From an optimization exercise on the open Yosys and OpenROAD flow, aimed at small area and a short achievable clock period; shortcuts taken in it are not production practice. Only simulation tests tie the RTL to the original design; equivalence was not proved. No activity file was given, so power comes from the tool's default toggle rates.

File: flow/run.sh
#!/bin/bash
# synth_recipe.tcl (not shown) runs the flow's synth.tcl, then flattens the netlist and writes it again
# the make line also repeats each setting of config.mk as NAME=value (left out here)
make -C /OpenROAD-flow-scripts/flow DESIGN_CONFIG=/design/flow/config.mk WORK_HOME=/design/flow/orfs CLKGATE_MAP_FILE= SYNTH_SCRIPT=/design/flow/synth_recipe.tcl finish
File: flow/config.mk
export PLATFORM = sky130hd
export DESIGN_NAME = CPUMIPS
export DESIGN_NICKNAME = CPUMIPS
export VERILOG_FILES = /design/flow/design.v
export SDC_FILE = /design/flow/constraint.sdc
export NUM_CORES = 4
export LEC_CHECK = 0
export CAP_MARGIN = 20
export CORE_MARGIN = 2
export CORE_UTILIZATION = 45
export PLACE_DENSITY = 0.6
export SLEW_MARGIN = 20
File: flow/constraint.sdc
create_clock -name core_clock -period 7.0 [get_ports {clk}]
set_input_delay 1.4000 -clock core_clock [delete_from_list [all_inputs] [get_ports {clk}]]
set_output_delay 1.4000 -clock core_clock [all_outputs]
set_load 0.01 [all_outputs]
File: flow/design.v
module PCAdder(newv, old);
   input [31:0] old;
   output [31:0] newv;
   assign newv = old + 4;
endmodule  
module PCMux(res, a, b, sel);
   input [31:0] a, b;
   input	sel;
   output [31:0] res;
   assign res = (sel) ? a:b;
endmodule  
module AddrGenerator(adr_branch,
                    Add_in,
                    Add_out,
                    Ins_address,
                    PCSrc);
    input [31:0] adr_branch;
    input [31:0] Add_in;
    input PCSrc;
    output [31:0] Ins_address;
    output [31:0] Add_out;
    wire [31:0] Add_out_temp;
    PCMux pcMux(Ins_address, Add_out_temp, adr_branch, ~PCSrc);
    PCAdder pcAdder(Add_out_temp, Add_in);
    assign Add_out = Add_out_temp;
endmodule  
module PCReg(
        pcOut,
        pc,
        ihit,
        clk,
        rstn);
   input [31:0] pc;
   input clk, rstn;
   input ihit;    
   output reg [31:0] pcOut;
   always @(posedge clk) begin
      if (!rstn)
         pcOut <= 0;
      else if (ihit)
         pcOut <= pc;
   end
endmodule  
`timescale 1ns / 1ps
module InsCache(clk,
                rstn,
                iaddr,
                imem_in,
                ohit,
                oins);
   input clk, rstn;
   input [31:0] iaddr;
   input [127:0] imem_in;
   output reg ohit;
   output reg [31:0] oins;
   reg [127:0] data[3:0];
   reg [25:0]  tag[3:0];
   reg [3:0]   valid;
   reg [1:0]   counter;
   wire [1:0]   idx = iaddr[5:4];
   wire         lookup = valid[idx] && (tag[idx] == iaddr[31:6]);
   wire [127:0] line = lookup ? data[idx] : imem_in;
   always @(*) begin
      ohit = lookup || (counter == 2'd3);
      case (iaddr[3:2])
         2'b00 : oins = line[31:0];
         2'b01 : oins = line[63:32];
         2'b10 : oins = line[95:64];
         default : oins = line[127:96];
      endcase
   end
   always @(posedge clk) begin
      if (!rstn) begin
         valid <= 4'b0;
         counter <= 2'd0;
      end else if (!lookup) begin
         if (counter == 2'd3) begin
            valid[idx] <= 1'b1;
            counter <= 2'd0;
         end else
            counter <= counter + 2'd1;
      end
   end
   always @(posedge clk) begin
      if (rstn && !lookup && counter == 2'd3) begin
         data[idx] <= imem_in;
         tag[idx] <= iaddr[31:6];
      end
   end
endmodule  
module InsFetch(
               iSIG_PCSrc,
               imem_in,
               iaddr4branch,
               iupdatepc,
               obranch_adder,
               oins,
               ocacheHit,
               oi_addr,
               clk,
               rstn);
   input iSIG_PCSrc;
   input [127:0] imem_in;
   input [31:0] iaddr4branch;
   input iupdatepc;
   output [31:0] oins, obranch_adder;
   output [31:0] oi_addr;
   output ocacheHit;
   input clk, rstn;
   wire [31:0] pcOut;
   wire [31:0] pc;
   assign oi_addr = pcOut;
   PCReg pcReg(pcOut, pc, iupdatepc, clk, rstn);
   InsCache insCache(.clk(clk),
                  .rstn(rstn),
                  .iaddr(pcOut),   
                  .imem_in(imem_in),  
                  .ohit(ocacheHit),  
                  .oins(oins));  
   AddrGenerator addrGenerator(.adr_branch(iaddr4branch),  
                               .Add_in(pcOut),  
                               .Add_out(obranch_adder),  
                               .Ins_address(pc),  
                               .PCSrc(iSIG_PCSrc));
endmodule  
`timescale 1ns / 1ps
module IFID(Adder_in,
                   Instruction_in,
                   Adder_out,
                   Instruction_out,
                   hit,
                   clk,
                   rstn);
   input [31:0] Adder_in;
   input [31:0] Instruction_in;
   input hit, clk, rstn;
   output reg [31:0] Adder_out;
   output reg [31:0] Instruction_out;
   always @(posedge clk) begin
      if (!rstn) begin
         Instruction_out <= 0;
         Adder_out <= 0;
      end else if (hit) begin
         Adder_out <= Adder_in;
         Instruction_out <= Instruction_in;
      end
   end
endmodule  
`timescale 1ns / 1ps
module ControlUnit(opcode,
               RegDst,
               Branch,
               MemRead,
               MemtoReg,
               ALUOp,
               MemWrite,
               ALUSrc,
               RegWrite);
   input [5:0] opcode;
   output reg RegDst,
              MemRead,
              MemtoReg,
              MemWrite,
              ALUSrc,
              Branch,
              RegWrite;
   output reg [1:0] ALUOp;
   always @(*) begin
      ALUOp = 2'b00; RegWrite = 0; RegDst = 0; Branch = 0;
      MemWrite = 0; MemRead = 0; MemtoReg = 0; ALUSrc = 0;
      if(opcode == 6'h00) begin  
         ALUOp[1] = 1; RegWrite = 1 ;RegDst = 1;
         ALUOp[0] = 0; Branch = 0; MemWrite = 0;
         MemRead = 0; MemtoReg = 0; ALUSrc = 0;
      end
      else if(opcode == 6'b100011) begin  
         RegDst = 0; MemWrite = 0; Branch = 0;
         ALUOp = 0;
         ALUSrc = 1; MemtoReg = 1; RegWrite = 1;
         MemRead = 1;
      end
      else if(opcode == 6'b101011) begin  
         MemtoReg = 1'b0; RegDst = 1'b0;
         ALUSrc = 1; MemWrite = 1;
         RegWrite = 0; MemRead = 0; Branch = 0;
         ALUOp = 0;
      end
      else if(opcode == 6'b000100) begin  
         MemtoReg = 1'b0; RegDst = 1'b0;
         RegWrite = 0; MemRead = 0; MemWrite = 0;
         ALUOp[1] = 0; ALUSrc = 0;
         Branch = 1; ALUOp[0] = 1;
      end
   end
endmodule  
`timescale 1ns / 1ps
module RegFile(rs,
                rt,
                rd,
                writedata,
                A,
                B,
                regwrite,
                clk,
                rstn);
   input [4:0] rs, rt, rd;
   input [31:0] writedata;
   input regwrite;
   input clk, rstn;
   output [31:0] A, B;
   reg [31:0] content[31:0];
   integer i;
   wire wr = regwrite && (rd != 5'd0);
   assign A = (wr && rd == rs) ? writedata : content[rs];
   assign B = (wr && rd == rt) ? writedata : content[rt];
   always @(posedge clk) begin
      if (!rstn) begin
         for (i = 0; i < 32; i = i + 1)
            content[i] <= i;
      end else if (wr)
         content[rd] <= writedata;
   end
endmodule  
`timescale 1ns / 1ps
module SignExtend(in,
                  out);
    input [15:0] in;
    output [31:0] out;
    wire [15:0] sgn = (in[15]) ? 16'hFFFF:16'h0000;
    assign out = {sgn , in};
endmodule  
module InsDecode(
               clk,
               rstn,
               iins,
               iSig_RegWrite,
               iWriteReg,
               iWriteData2Reg,
               i_temp_npc,
               oSig_WB,
               oSig_MEM,
               oSig_EX,
               oRegFileRead1,
               oRegFileRead2,
               oSignExtended,
               oins2016,
               oins1511,
               o_temp_npc
               );
   input [31:0] iins;
   input iSig_RegWrite;
   input [4:0] iWriteReg;
   input [31:0] iWriteData2Reg;
   input [31:0] i_temp_npc;
   output [1:0] oSig_WB;
   output [2:0] oSig_MEM;
   output [3:0] oSig_EX;
   output [31:0] oRegFileRead1, oRegFileRead2;
   output [31:0] oSignExtended;
   output [4:0] oins2016, oins1511;
   output [31:0] o_temp_npc;
   input clk, rstn;
   assign o_temp_npc = i_temp_npc;
   assign oins2016 = iins[20:16];
   assign oins1511 = iins[15:11];
   ControlUnit controlUnit(.opcode(iins[31:26]),
                           .RegDst(oSig_EX[0]),
                           .Branch(oSig_MEM[0]),
                           .MemRead(oSig_MEM[2]),
                           .MemtoReg(oSig_WB[1]),
                           .ALUOp(oSig_EX[3:2]),
                           .MemWrite(oSig_MEM[1]),
                           .ALUSrc(oSig_EX[1]),
                           .RegWrite(oSig_WB[0]));
   RegFile regFile(.rs(iins[25:21]),
                   .rt(iins[20:16]),
                   .rd(iWriteReg),
                   .writedata(iWriteData2Reg),
                   .A(oRegFileRead1),
                   .B(oRegFileRead2),
                   .regwrite(iSig_RegWrite),
                   .clk(clk),
                   .rstn(rstn));
   SignExtend signExtend(.in(iins[15:0]),
                        .out(oSignExtended));
endmodule  
`timescale 1ns / 1ps
module IDEX(i_ctlwb,
            i_ctlmem,
            i_ctlexec,
            inpc,
            iread_dat_1,
            iread_dat_2,
            isgn_extended,
            iins_20_16,
            iins_15_11,
            o_ctlwb,
            o_ctlmem,
            o_ctlexec,
            onpc,
            oread_dat_1,
            oread_dat_2,
            osgn_extended,
            oins_20_16,
            oins_15_11,
            clk,
            rstn,
            hit
   );
   input [1:0] i_ctlwb;
   input [2:0] i_ctlmem;
   input [3:0] i_ctlexec;
   input [31:0] inpc,
                iread_dat_1,
                iread_dat_2,
                isgn_extended;
   input [4:0] iins_20_16,
               iins_15_11;
   output reg [1:0] o_ctlwb;
   output reg [2:0] o_ctlmem;
   output reg [3:0] o_ctlexec;
   output reg [31:0] onpc,
                     oread_dat_1,
                     oread_dat_2,
                     osgn_extended;
   output reg [4:0] oins_20_16,
                    oins_15_11;
   input clk, hit, rstn;
   always @(posedge clk) begin
      if (!rstn) begin
         o_ctlwb <= 0;
         o_ctlmem <= 0;
         o_ctlexec <= 0;
         onpc <= 0;
         oread_dat_1 <= 0;
         oread_dat_2 <= 0;
         osgn_extended <= 0;
         oins_20_16 <= 0;
         oins_15_11 <= 0;
      end else if (hit) begin
         o_ctlwb <= i_ctlwb;
         o_ctlmem <= i_ctlmem;
         o_ctlexec <= i_ctlexec;
         onpc <= inpc;
         oread_dat_1 <= iread_dat_1;
         oread_dat_2 <= iread_dat_2;
         osgn_extended <= isgn_extended;
         oins_20_16 <= iins_20_16;
         oins_15_11 <= iins_15_11;
      end
   end
endmodule  
`timescale 1ns / 1ps
module ALUctrlUnit(ifunct,
                   iALUOp,
                   oALUctrl);
    input [5:0] ifunct;
    input [1:0] iALUOp;
    output reg [2:0] oALUctrl;
    always @(iALUOp or ifunct) begin
        if (iALUOp == 2'b00)
            oALUctrl = 3'b010;
        else if (iALUOp == 2'b01)
            oALUctrl = 3'b110;
        else if (iALUOp == 2'b10)
            case (ifunct)
                6'b100000: oALUctrl = 3'b010;
                6'b100010: oALUctrl = 3'b110;
                6'b100100: oALUctrl = 3'b000;
                6'b100101: oALUctrl = 3'b001;
                6'b101010: oALUctrl = 3'b111;
                default:   oALUctrl = 3'b010;  
            endcase
        else
            oALUctrl = 3'b010;
    end
endmodule  
`timescale 1ns / 1ps
module ALUexec(iA,
               iB,
               iALUctrl,
               res,
               zero);
   input [31:0] iA, iB;
   input [2:0] iALUctrl;
   output zero;
   output reg [31:0] res;
   assign zero = ~|(iA ^ iB);
   always @(*) begin
      case(iALUctrl)
         3'b010: res = iA + iB;
         3'b110: res = iA - iB;
         3'b000: res = iA & iB;
         3'b001: res = iA | iB;
         3'b111: res = (iA < iB) ? 32'h1:32'h0;   
         default: res = 32'h0;
      endcase
   end
endmodule  
`timescale 1ns / 1ps
module AdderBranch(pc,
                   imm32,
                   pcAddResult);
   input [31:0] pc, imm32;
   output [31:0] pcAddResult;
   assign pcAddResult = pc + imm32;
endmodule  
`timescale 1ns / 1ps
module AdderShift(in,
                  out);
    input [31:0] in;
    output [31:0] out;
    assign out = in<<2;
endmodule  
`timescale 1ns / 1ps
module MuxALUSrc(B,
                 imm32,
                 ALUSrc,
                 toAdder);
    input [31:0] B, imm32;
    input ALUSrc;
    output [31:0] toAdder;
    assign toAdder = (ALUSrc) ? imm32:B;
endmodule  
`timescale 1ns / 1ps
module MuxRegDest(rt,
                  rd,
                  RegDest,
                  rw);
    input [4:0] rt, rd;
    input RegDest;
    output [4:0] rw;
    assign rw = (RegDest) ? rd:rt;
endmodule  
module Execute(iSig_RegDst,
               iSig_ALUOp,
               iSig_ALUSrc,
               iadder_branch_result,
               iregfile_read_1,
               iregfile_read_2,
               iimm,
               iins2016,
               iins1511,
               o_adder_branch_result,
               oALU_zero,
               oALU_result,
               oreg_write_reg
               );
   input iSig_RegDst;
   input [1:0] iSig_ALUOp;
   input iSig_ALUSrc;
   input [31:0] iadder_branch_result;
   input [31:0] iregfile_read_1, iregfile_read_2;
   input [31:0] iimm;
   input [4:0] iins2016, iins1511;
   output [31:0] o_adder_branch_result;
   output oALU_zero;
   output [31:0] oALU_result;
   output [4:0] oreg_write_reg;
   wire [31:0] alu_operand_2;
   wire [2:0] alu_ctrl;
   wire [31:0] imm_shifted;
   MuxRegDest muxRegDest(.rt(iins2016),
                         .rd(iins1511),
                         .RegDest(iSig_RegDst),
                         .rw(oreg_write_reg));
   MuxALUSrc muxALUSrc(
                       .B(iregfile_read_2),
                       .imm32(iimm),
                       .ALUSrc(iSig_ALUSrc),
                       .toAdder(alu_operand_2));
   ALUctrlUnit aLUctrlUnit(
                           .ifunct(iimm[5:0]),
                           .iALUOp(iSig_ALUOp),
                           .oALUctrl(alu_ctrl));
   ALUexec aLUexec(.iA(iregfile_read_1),
                   .iB(alu_operand_2),
                   .iALUctrl(alu_ctrl),
                   .res(oALU_result),
                   .zero(oALU_zero));
   AdderShift adderShift(.in(iimm), .out(imm_shifted));
   AdderBranch  adderBranch(.pc(iadder_branch_result),
                            .imm32(imm_shifted),
                            .pcAddResult(o_adder_branch_result));
endmodule  
`timescale 1ns / 1ps
module EXMEM(i_ctlwb,
            i_ctlmem,
            iadder_output,
            ialu_zero,
            ialu_output,
            iread_dat_2,
            imux_out,
            o_ctlwb,
            o_ctlmem,
            oadder_output,
            oalu_zero,
            oalu_output,
            oread_dat_2,
            omux_out,
            clk,
            rstn,
            hit
   );
   input [1:0] i_ctlwb;
   input [2:0] i_ctlmem;
   input ialu_zero;
   input [31:0] iadder_output,
                ialu_output,
                iread_dat_2;
   input [4:0] imux_out;
   output reg [1:0] o_ctlwb;
   output reg [2:0] o_ctlmem;
   output reg oalu_zero;
   output reg [31:0] oadder_output,
                oalu_output,
                oread_dat_2;
   output reg [4:0] omux_out;
   input clk, hit, rstn;
   always @(posedge clk) begin
      if (!rstn) begin
         o_ctlwb <= 0;
         o_ctlmem <= 0;
         oalu_zero <= 0;
         oadder_output <= 0;
         oalu_output <= 0;
         oread_dat_2 <= 0;
         omux_out <= 0;
      end else if (hit) begin
         o_ctlwb <= i_ctlwb;
         o_ctlmem <= i_ctlmem;
         oalu_zero <= ialu_zero;
         oadder_output <= iadder_output;
         oalu_output <= ialu_output;
         oread_dat_2 <= iread_dat_2;
         omux_out <= imux_out;
      end
   end
endmodule  
`timescale 1ns / 1ps
module DataCache(clk,
                 rstn,
                 iaddr,
                 idata_write,
                 ohit,
                 omem_addr,
                 imem_in,
                 omem_write_data,
                 odata_read,
                 iSigMemRead,
                 iSigMemWrite);
   input clk, rstn;
   input [31:0] iaddr;   
   input [31:0] idata_write;   
   input [127:0] imem_in;   
   input iSigMemRead, iSigMemWrite;   
   output reg ohit;   
   output [31:0] omem_addr;   
   output [31:0] omem_write_data;   
   output reg [31:0] odata_read;   
   reg [127:0] data[3:0];
   reg [25:0]  tag[3:0];
   reg [3:0]   valid;
   reg [1:0]   counter;
   wire [1:0]   idx = iaddr[5:4];
   wire         lookup = valid[idx] && (tag[idx] == iaddr[31:6]);
   wire [127:0] line = lookup ? data[idx] : imem_in;
   wire         fill = iSigMemRead && !lookup && (counter == 2'd3);
   assign omem_addr = iaddr;
   assign omem_write_data = idata_write;
   always @(*) begin
      ohit = !iSigMemRead || lookup || (counter == 2'd3);
      case (iaddr[3:2])
         2'b00 : odata_read = line[31:0];
         2'b01 : odata_read = line[63:32];
         2'b10 : odata_read = line[95:64];
         default : odata_read = line[127:96];
      endcase
   end
   always @(posedge clk) begin
      if (!rstn) begin
         valid <= 4'b0;
         counter <= 2'd0;
      end else if (iSigMemRead && !lookup) begin
         if (counter == 2'd3) begin
            valid[idx] <= 1'b1;
            counter <= 2'd0;
         end else
            counter <= counter + 2'd1;
      end
   end
   always @(posedge clk) begin
      if (rstn) begin
         if (fill) begin
            data[idx] <= imem_in;
            tag[idx] <= iaddr[31:6];
         end else if (iSigMemWrite && lookup) begin
            case (iaddr[3:2])
               2'b00 : data[idx][31:0]   <= idata_write;
               2'b01 : data[idx][63:32]  <= idata_write;
               2'b10 : data[idx][95:64]  <= idata_write;
               default : data[idx][127:96] <= idata_write;
            endcase
         end
      end
   end
endmodule  
module MemoryStage(
                   clk,
                   rstn,
                   iSig_MemWrite,
                   iSig_branch,
                   iSig_MemRead,
                   iALUzero,
                   iALUresult,
                   iregfile_read_data2,
                   iread_from_ram,  
                   oMemReadData,
                   ocacheHit,
                   oram_addr_wdata,  
                   oram_data_wdata,  
                   oSig_PCSrc
                  );
   input clk, rstn;
   input iSig_branch;
   input iSig_MemWrite, iSig_MemRead;
   input iALUzero;
   input [31:0] iALUresult;
   input [31:0] iregfile_read_data2;
   input [127:0] iread_from_ram;
   output [31:0] oMemReadData;
   output [31:0] oram_addr_wdata, oram_data_wdata;
   output oSig_PCSrc;
   output ocacheHit;
   DataCache dcache(
            .clk(clk),
            .rstn(rstn),
            .iaddr(iALUresult),
            .idata_write(iregfile_read_data2),
            .ohit(ocacheHit),   
            .omem_addr(oram_addr_wdata),
            .imem_in(iread_from_ram),  
            .omem_write_data(oram_data_wdata),  
            .odata_read(oMemReadData),
            .iSigMemRead(iSig_MemRead),
            .iSigMemWrite(iSig_MemWrite));
   assign oSig_PCSrc = iSig_branch & iALUzero;
endmodule  
`timescale 1ns / 1ps
module MEMWB(i_ctlwb,
            iread_data_mem,
            ialu_result,
            ireg_write,
            o_ctlwb,
            oread_data_mem,
            oalu_result,
            oreg_write,
            clk,
            rstn,
            hit
   );
   input [1:0] i_ctlwb;
   input [31:0] iread_data_mem,
                ialu_result;
   input [4:0] ireg_write;
   output reg [1:0] o_ctlwb;
   output reg [31:0] oread_data_mem,
                oalu_result;
   output reg [4:0] oreg_write;
   input clk, hit, rstn;
   always @(posedge clk) begin
      if (!rstn) begin
         o_ctlwb <= 0;
         oread_data_mem <= 0;
         oalu_result <= 0;
         oreg_write <= 0;
      end else if (hit) begin
         o_ctlwb <= i_ctlwb;
         oread_data_mem <= iread_data_mem;
         oalu_result <= ialu_result;
         oreg_write <= ireg_write;
      end
   end
endmodule  
`timescale 1ns / 1ps
module DataBranch(MemRead,
                  Addr,
                  SigMemToReg,
                  Write2Reg);
   input SigMemToReg;
   input [31:0] MemRead, Addr;
   output [31:0] Write2Reg;
   assign Write2Reg = (SigMemToReg) ? MemRead : Addr;
endmodule  
module WriteBack(
                  iSig_MemtoReg,
                  iread_from_ram,
                  ialu_result,
                  odata2write2regfile
                  );
   input iSig_MemtoReg;
   input [31:0] iread_from_ram, ialu_result;
   output [31:0] odata2write2regfile;
   DataBranch dataBranch(.MemRead(iread_from_ram),
               .Addr(ialu_result),
               .SigMemToReg(iSig_MemtoReg),
               .Write2Reg(odata2write2regfile));
endmodule  
`timescale 1ns / 1ps
module CPUMIPS(clk,
               rstn,
               ii_miss_data,
               id_miss_data,
               oi_addr,
               od_addr,
               od_write_data,
               od_SIG_write
               );
   input clk, rstn;
   input [127:0] ii_miss_data, id_miss_data;
   output [31:0] od_addr, oi_addr;
   output [31:0] od_write_data;
   output od_SIG_write;
   wire [31:0] fetch_Adder_PC_output;
   wire [31:0] fetch_instruction;
   wire [31:0] decode_instruction;
   wire [1:0] decode_SIGS_WB;
   wire [2:0] decode_SIGS_MEM;
   wire [3:0] decode_SIGS_EXEC;
   wire [31:0] decode_regfile_data1, decode_regfile_data2;
   wire [31:0] decode_imm;
   wire [4:0] decode_ins2016, decode_ins1511;
   wire [31:0] decode_npc, decode_temp_npc;
   wire [31:0] exec_npc;
   wire [31:0] exec_regfile_read1, exec_regfile_read2;
   wire [31:0] exec_imm32;
   wire [4:0] exec_ins2016, exec_ins1511;
   wire [3:0] exec_SIGS_EXEC;
   wire [1:0] exec_SIGS_WB;
   wire [2:0] exec_SIGS_MEM;
   wire [31:0] exec_pc_adder_result;
   wire exec_ALUzero;
   wire [31:0] exec_ALU_result;
   wire [4:0] exec_mux_regdest;
   wire [1:0] memstg_SIGS_WB;
   wire [2:0] memstg_SIGS_MEM;
   wire memstg_ALUzero;
   wire [31:0] memstg_ALU_result;
   wire [31:0] memstg_addrs_output;
   wire [31:0] memstg_regfile_read2;
   wire [4:0] memstg_mux_regdest;
   wire memstg_SIG_PCSrc;
   wire [31:0] memstg_MemReadData;
   wire [1:0] wb_SIGS_WB;
   wire [31:0] wb_ram_data, wb_ALU_result;
   wire [31:0] wb_muxoutput;
   wire [4:0] wb_regwrite;
   wire advance, inscache_hit, datacache_hit;
   assign advance = inscache_hit & datacache_hit;
   InsFetch insFetchStage(
               .iSIG_PCSrc(memstg_SIG_PCSrc),   
               .imem_in(ii_miss_data),   
               .iaddr4branch(memstg_addrs_output),   
               .iupdatepc(advance),
               .obranch_adder(fetch_Adder_PC_output),   
               .oins(fetch_instruction),
               .ocacheHit(inscache_hit),
               .oi_addr(oi_addr),
               .clk(clk),
               .rstn(rstn));
   IFID pipl_ifid(
               .Adder_in(fetch_Adder_PC_output),
               .Instruction_in(fetch_instruction),
               .Adder_out(decode_npc),
               .Instruction_out(decode_instruction),
               .hit(advance),
               .clk(clk),
               .rstn(rstn));
   InsDecode insDecodeStage(
               .clk(clk),
               .rstn(rstn),
               .iins(decode_instruction),
               .iSig_RegWrite(wb_SIGS_WB[0]),
               .iWriteReg(wb_regwrite),
               .iWriteData2Reg(wb_muxoutput),
               .i_temp_npc(decode_npc),
               .oSig_WB(decode_SIGS_WB),
               .oSig_MEM(decode_SIGS_MEM),
               .oSig_EX(decode_SIGS_EXEC),
               .oRegFileRead1(decode_regfile_data1),
               .oRegFileRead2(decode_regfile_data2),
               .oSignExtended(decode_imm),
               .oins2016(decode_ins2016),
               .oins1511(decode_ins1511),
               .o_temp_npc(decode_temp_npc)
               );
   IDEX pipl_idex(
               .i_ctlwb(decode_SIGS_WB),
               .i_ctlmem(decode_SIGS_MEM),
               .i_ctlexec(decode_SIGS_EXEC),
               .inpc(decode_temp_npc),
               .iread_dat_1(decode_regfile_data1),
               .iread_dat_2(decode_regfile_data2),
               .isgn_extended(decode_imm),
               .iins_20_16(decode_ins2016),
               .iins_15_11(decode_ins1511),
               .o_ctlwb(exec_SIGS_WB),
               .o_ctlmem(exec_SIGS_MEM),
               .o_ctlexec(exec_SIGS_EXEC),
               .onpc(exec_npc),
               .oread_dat_1(exec_regfile_read1),
               .oread_dat_2(exec_regfile_read2),
               .osgn_extended(exec_imm32),
               .oins_20_16(exec_ins2016),
               .oins_15_11(exec_ins1511),
               .clk(clk),
               .rstn(rstn),
               .hit(advance)
               );
   Execute executeStage(
               .iSig_RegDst(exec_SIGS_EXEC[0]),
               .iSig_ALUOp(exec_SIGS_EXEC[3:2]),
               .iSig_ALUSrc(exec_SIGS_EXEC[1]),
               .iadder_branch_result(exec_npc),
               .iregfile_read_1(exec_regfile_read1),
               .iregfile_read_2(exec_regfile_read2),
               .iimm(exec_imm32),
               .iins2016(exec_ins2016),
               .iins1511(exec_ins1511),
               .o_adder_branch_result(exec_pc_adder_result),
               .oALU_zero(exec_ALUzero),
               .oALU_result(exec_ALU_result),
               .oreg_write_reg(exec_mux_regdest)
               );
   EXMEM pipl_exmem(
               .i_ctlwb(exec_SIGS_WB),
               .i_ctlmem(exec_SIGS_MEM),
               .iadder_output(exec_pc_adder_result),
               .ialu_zero(exec_ALUzero),
               .ialu_output(exec_ALU_result),
               .iread_dat_2(exec_regfile_read2),
               .imux_out(exec_mux_regdest),
               .o_ctlwb(memstg_SIGS_WB),
               .o_ctlmem(memstg_SIGS_MEM),
               .oadder_output(memstg_addrs_output),
               .oalu_zero(memstg_ALUzero),
               .oalu_output(memstg_ALU_result),
               .oread_dat_2(memstg_regfile_read2),
               .omux_out(memstg_mux_regdest),
               .clk(clk),
               .rstn(rstn),
               .hit(advance)
               );
   MemoryStage memoryStage(
               .clk(clk),
               .rstn(rstn),
               .iSig_branch(memstg_SIGS_MEM[0]),
               .iSig_MemWrite(memstg_SIGS_MEM[1]),
               .iSig_MemRead(memstg_SIGS_MEM[2]),
               .iALUzero(memstg_ALUzero),
               .iALUresult(memstg_ALU_result),
               .iregfile_read_data2(memstg_regfile_read2),
               .iread_from_ram(id_miss_data),  
               .oMemReadData(memstg_MemReadData),
               .ocacheHit(datacache_hit),
               .oram_addr_wdata(od_addr),  
               .oram_data_wdata(od_write_data),  
               .oSig_PCSrc(memstg_SIG_PCSrc)
               );
   assign od_SIG_write = memstg_SIGS_MEM[1];  
   MEMWB pipl_memwb(
               .i_ctlwb(memstg_SIGS_WB),
               .iread_data_mem(memstg_MemReadData),
               .ialu_result(memstg_ALU_result),
               .ireg_write(memstg_mux_regdest),
               .o_ctlwb(wb_SIGS_WB),
               .oread_data_mem(wb_ram_data),
               .oalu_result(wb_ALU_result),
               .oreg_write(wb_regwrite),
               .clk(clk),
               .rstn(rstn),
               .hit(advance)
               );
   WriteBack writeBackStage(
               .iSig_MemtoReg(wb_SIGS_WB[1]),
               .iread_from_ram(wb_ram_data),
               .ialu_result(wb_ALU_result),
               .odata2write2regfile(wb_muxoutput)
               );
endmodule  
==> reports/qor.yml <==
outcome: "timing/DRC/antenna clean"
critPathBufInv: 1
synth_top_family_by_area: "multiplexers"
clkLatencyLatePin_ns: 0.92
criticalPathCategory: "flip-flop to flip-flop"
relSlewSlack_pct: 23.74
hold_viol: 0
reg.largest.list: "insDecodeStage.regFile.content: 1024 flops, insFetchStage.insCache.data: 512 flops, memoryStage.dcache.data: 512 flops"
synth-compound-area-share_pct: 5.448
drt_pass1_iterations: 8
powerDensity_nw_per_um2: 253.6
crit_slowest_cell: "nor2_4"
synthMuxAreaShare_pct: 20.91
initial_utilization_pct: 45.15
die_h_microns: 530.0
r2r_cells: 11
core_sq_um: 275800
syn_avg_cell_area_sq_um: 14.56
ys.flop_type: "edfxtp_1"
holdPathEnd: "pipl_idex.onpc[26]$_SDFFE_PN0N_"
io_buffers: 354
synth-seq-area-share_pct: 61.04
synthArstFlopShare_pct: 0
crit_required_ns: 7.50
syn_area_sq_um: 124500
worst_pin_slew_ns: 1.140
fmax_mhz: 182.5
r2r_slack_ns: 1.52
die_w_microns: 530.0
ios: 355
crit_family: "simple AND/OR/NAND/NOR gates"
largest_register_ffs: 1024
syn_inst: 8553
grt_usage_pct: 27.37
max_stage_delay_ns: 0.93
nFillCells: 22940
routabilityCongestion: 0.9190
ant_nets: 0
period_minus_slack_ns: 5.480
drv_slew: 0
cts.clk_slew.worst_paths_ns: 0.06
viasPerCell: 6.211
yosysTopAreaCellShare_pct: 54.41
setup_viol: 0
drc: 0
drv_cap: 0
synth_warnings: 11
antenna_found_initial: 19
fin_cells: 12700
finalCritPeriodShare_pct: 78.29
cts_resized: 0
grt_start_max_net_pins: 146
whs_ns: 0.4437
hold_buffers: 0
cts_sinks: 2668
grt_pass1_wl_microns: 558300
rsz0062_at_grt: "false"
hold_path.class: "flip-flop to flip-flop"
setup-tns-final_ns: 0
largest_register: "insDecodeStage.regFile.content"
synthAdderAreaFrac_pct: 1.455
synth_simple_gate_area_share_pct: 7.459
cts-htree-levels: 5
crit_chain: "mux4_2 > xor2_1 > nor4_1 > nand4_1 > a2111oi_2 > nand4b_1 > or2_1 > nor3_4 > buf_4 > nor2_1 > nor2_4"
drt-total-wl_microns: 388500
synth-xor-area-share_pct: 0.9004
reg2reg_to: "memoryStage.dcache.data[0][106]$_DFFE_PP_"
vdd_drop_max_v: 0.0002004
cts-buffers-inserted: 295
dieArea_sq_um: 280900
num_rows: 193
path_max_fanout: 33
critPathLaunchType: "flip-flop"
cts_tree: "done"
hpwl_microns: 239700
clockBufferDepth: 4
grt_pass1_vias: 78960
num-nets-final: 9149
synth-edff-count: 2256
area.growth.synth_to_final_pct: 14.80
hold_depth: 2
cts_setup_buffers: 0
hp-start: "pipl_ifid.Adder_out[26]$_SDFFE_PN0N_"
ys_types: 76
total_power_mw: 36.24
grt.overflow.total: 0
ys_seq_elements: 2668
ys_top_cells_by_area: "edfxtp_1, mux4_2, dfxtp_1"
dr.first_iter.drc_count: 9151
wire_per_inst_microns: 30.59
arrival_ns: 5.98
skew_ns: 0.04619
cts-root-buf: "clkbuf_16"
yosys.area.top_type: "edfxtp_1"
leakagePower_nw: 44.83
place_inst: 12150
cp-end-kind: "flip-flop"
final_layout_size_suffix_gt1_share_pct: 22.14
vias: 78890
kinds of logic (layout without fill, tap and decap cells):
family          count (synthesis)  count (layout)
xor+xnor                      128             128
fa+ha+maj                     143             143
simple gates                 2306            2306
mux                          1324            1324
other cells                     1              43
buf+inv                       883            1284
compound gates               1100            1100
flops                        2668            2668
synth_stat cells, drive strengths merged, types with 140 or more instances:
library cell / n
a21oi: 473
buf: 177
clkbuf: 548
dfxtp: 412
edfxtp: 2256
ha: 140
inv: 157
mux2: 199
mux4: 993
nand2: 798
nor2: 1183
o21ai: 183
routing by layer:
layer / track usage (%) / part of all wire, % / vias up
met1: 36.76 / 39 / 40980
met5: 0 / 0.0026 / -
met2: 44.43 / 48 / 3908
met4: 9.828 / 3.8 / 2
met3: 5.342 / 9.2 / 749
li1: - / - / 33260
area by class of cell:
cell class | count | area (sq um) | share of cell area (%)
repair buffers | 592 | 6098 | 4.267
multi-input cells | 5033 | 45960 | 32.15
flip-flops and latches | 2668 | 76050 | 53.21
clock inverters | 153 | 1470 | 1.029
diodes | 11 | 27.53 | 0.01926
well taps | 3705 | 4636 | 3.243
clock buffers | 381 | 8089 | 5.660
inverters | 158 | 600.6 | 0.4202
layout by cell type, fill, tap and decap left out, types with 16 or more instances in the layout:
cell type / count
nand2_2: 26
xnor2_1: 84
buf_12: 38
nand2_1: 764
nand2b_1: 18
ha_1: 136
mux2i_4: 32
clkinv_1: 60
clkbuf_16: 307
clkinv_2: 42
conb_1: 32
mux2_4: 30
nand4_1: 19
clkdlybuf4s50_1: 353
a221oi_1: 16
o2111ai_1: 35
edfxtp_1: 2256
inv_1: 154
a222oi_1: 33
a21o_1: 26
clkbuf_1: 60
and3_1: 18
nor3_1: 78
nor2_4: 17
o21ai_0: 183
nand3_1: 98
dfxtp_1: 395
nor2_1: 1162
mux2_2: 169
mux2i_1: 100
buf_4: 183
a211oi_1: 104
xor2_1: 44
a21oi_1: 471
bufinv_16: 22
a22oi_1: 37
o31ai_1: 21
mux4_2: 993
a31oi_1: 52
worst reg2reg max path: cells and delay by family, from the launching register on:
kind                   cells  cell delay (ns)
buffers and inverters      1             0.49
AO/OA/AOI/OAI              1             0.41
flip-flops                 1             0.61
XOR/XNOR                   1             0.16
multiplexers               1             0.60
AND/OR/NAND/NOR            7             2.80
worst max path at each step:
stage	endpoint	slack, ns	depth (start not counted)
global placement	memoryStage.dcache.data[0][10]$_DFFE_PP_	1.39	11
detailed placement	memoryStage.dcache.data[0][105]$_DFFE_PP_	1.50	11
finish	memoryStage.dcache.data[0][106]$_DFFE_PP_	1.52	11
global route	memoryStage.dcache.data[0][96]$_DFFE_PP_	1.18	11
floorplan	insFetchStage.insCache.data[3][0]$_DFFE_PP_	0.08	10
CTS	memoryStage.dcache.data[0][96]$_DFFE_PP_	1.45	11
metrics by stage:
| stage | worst slack [ns] | utilization (%) | instance area, sq um |
|---|---|---|---|
| 3_5_place_dp | 1.502 | 48.28 | 133100 |
| 6_report | 1.520 | 51.83 | 142900 |
| 4_1_cts | 1.451 | 51.74 | 142700 |
| 3_3_place_gp | 1.393 | 48.13 | 132700 |
| 2_1_floorplan | 0.07515 | - | 124700 |
| 5_1_grt | 1.180 | 51.83 | 142900 |
where the power goes:
part / leakage, nW / switching (mW) / internal (mW)
Clock: 4.67 / 6.53 / 9.01
Combinational: 15.4 / 1.69 / 1.25
Sequential: 24.8 / 0.286 / 17.5
Total: 44.8 / 8.50 / 27.7

[port drivers added, routing unchanged]
The results above use ideal ports. As a check the final layout listed here was re-extracted and re-timed, cells and wires unchanged. Step 1 sets driving cells, clkbuf_16 on the clock port and buf_2 on the other inputs (assumed; they add their load-dependent delay and slew). Step 2 also shifts input and output timing later by t, the mid clock arrival at the registers, as if the neighbouring blocks saw the same clock. Slacks: ideal ports / drivers / drivers and shift; pairs: ideal ports / drivers.
t, ns: 0.986
slack for setup (ns): 1.520 / 1.520 / 1.520
worst slew at a driven data input, ns: 0.15
After both steps this run still meets setup and hold. The setup slack of this run moves by 0.000 ns with the drivers and by 0.000 ns with both steps.
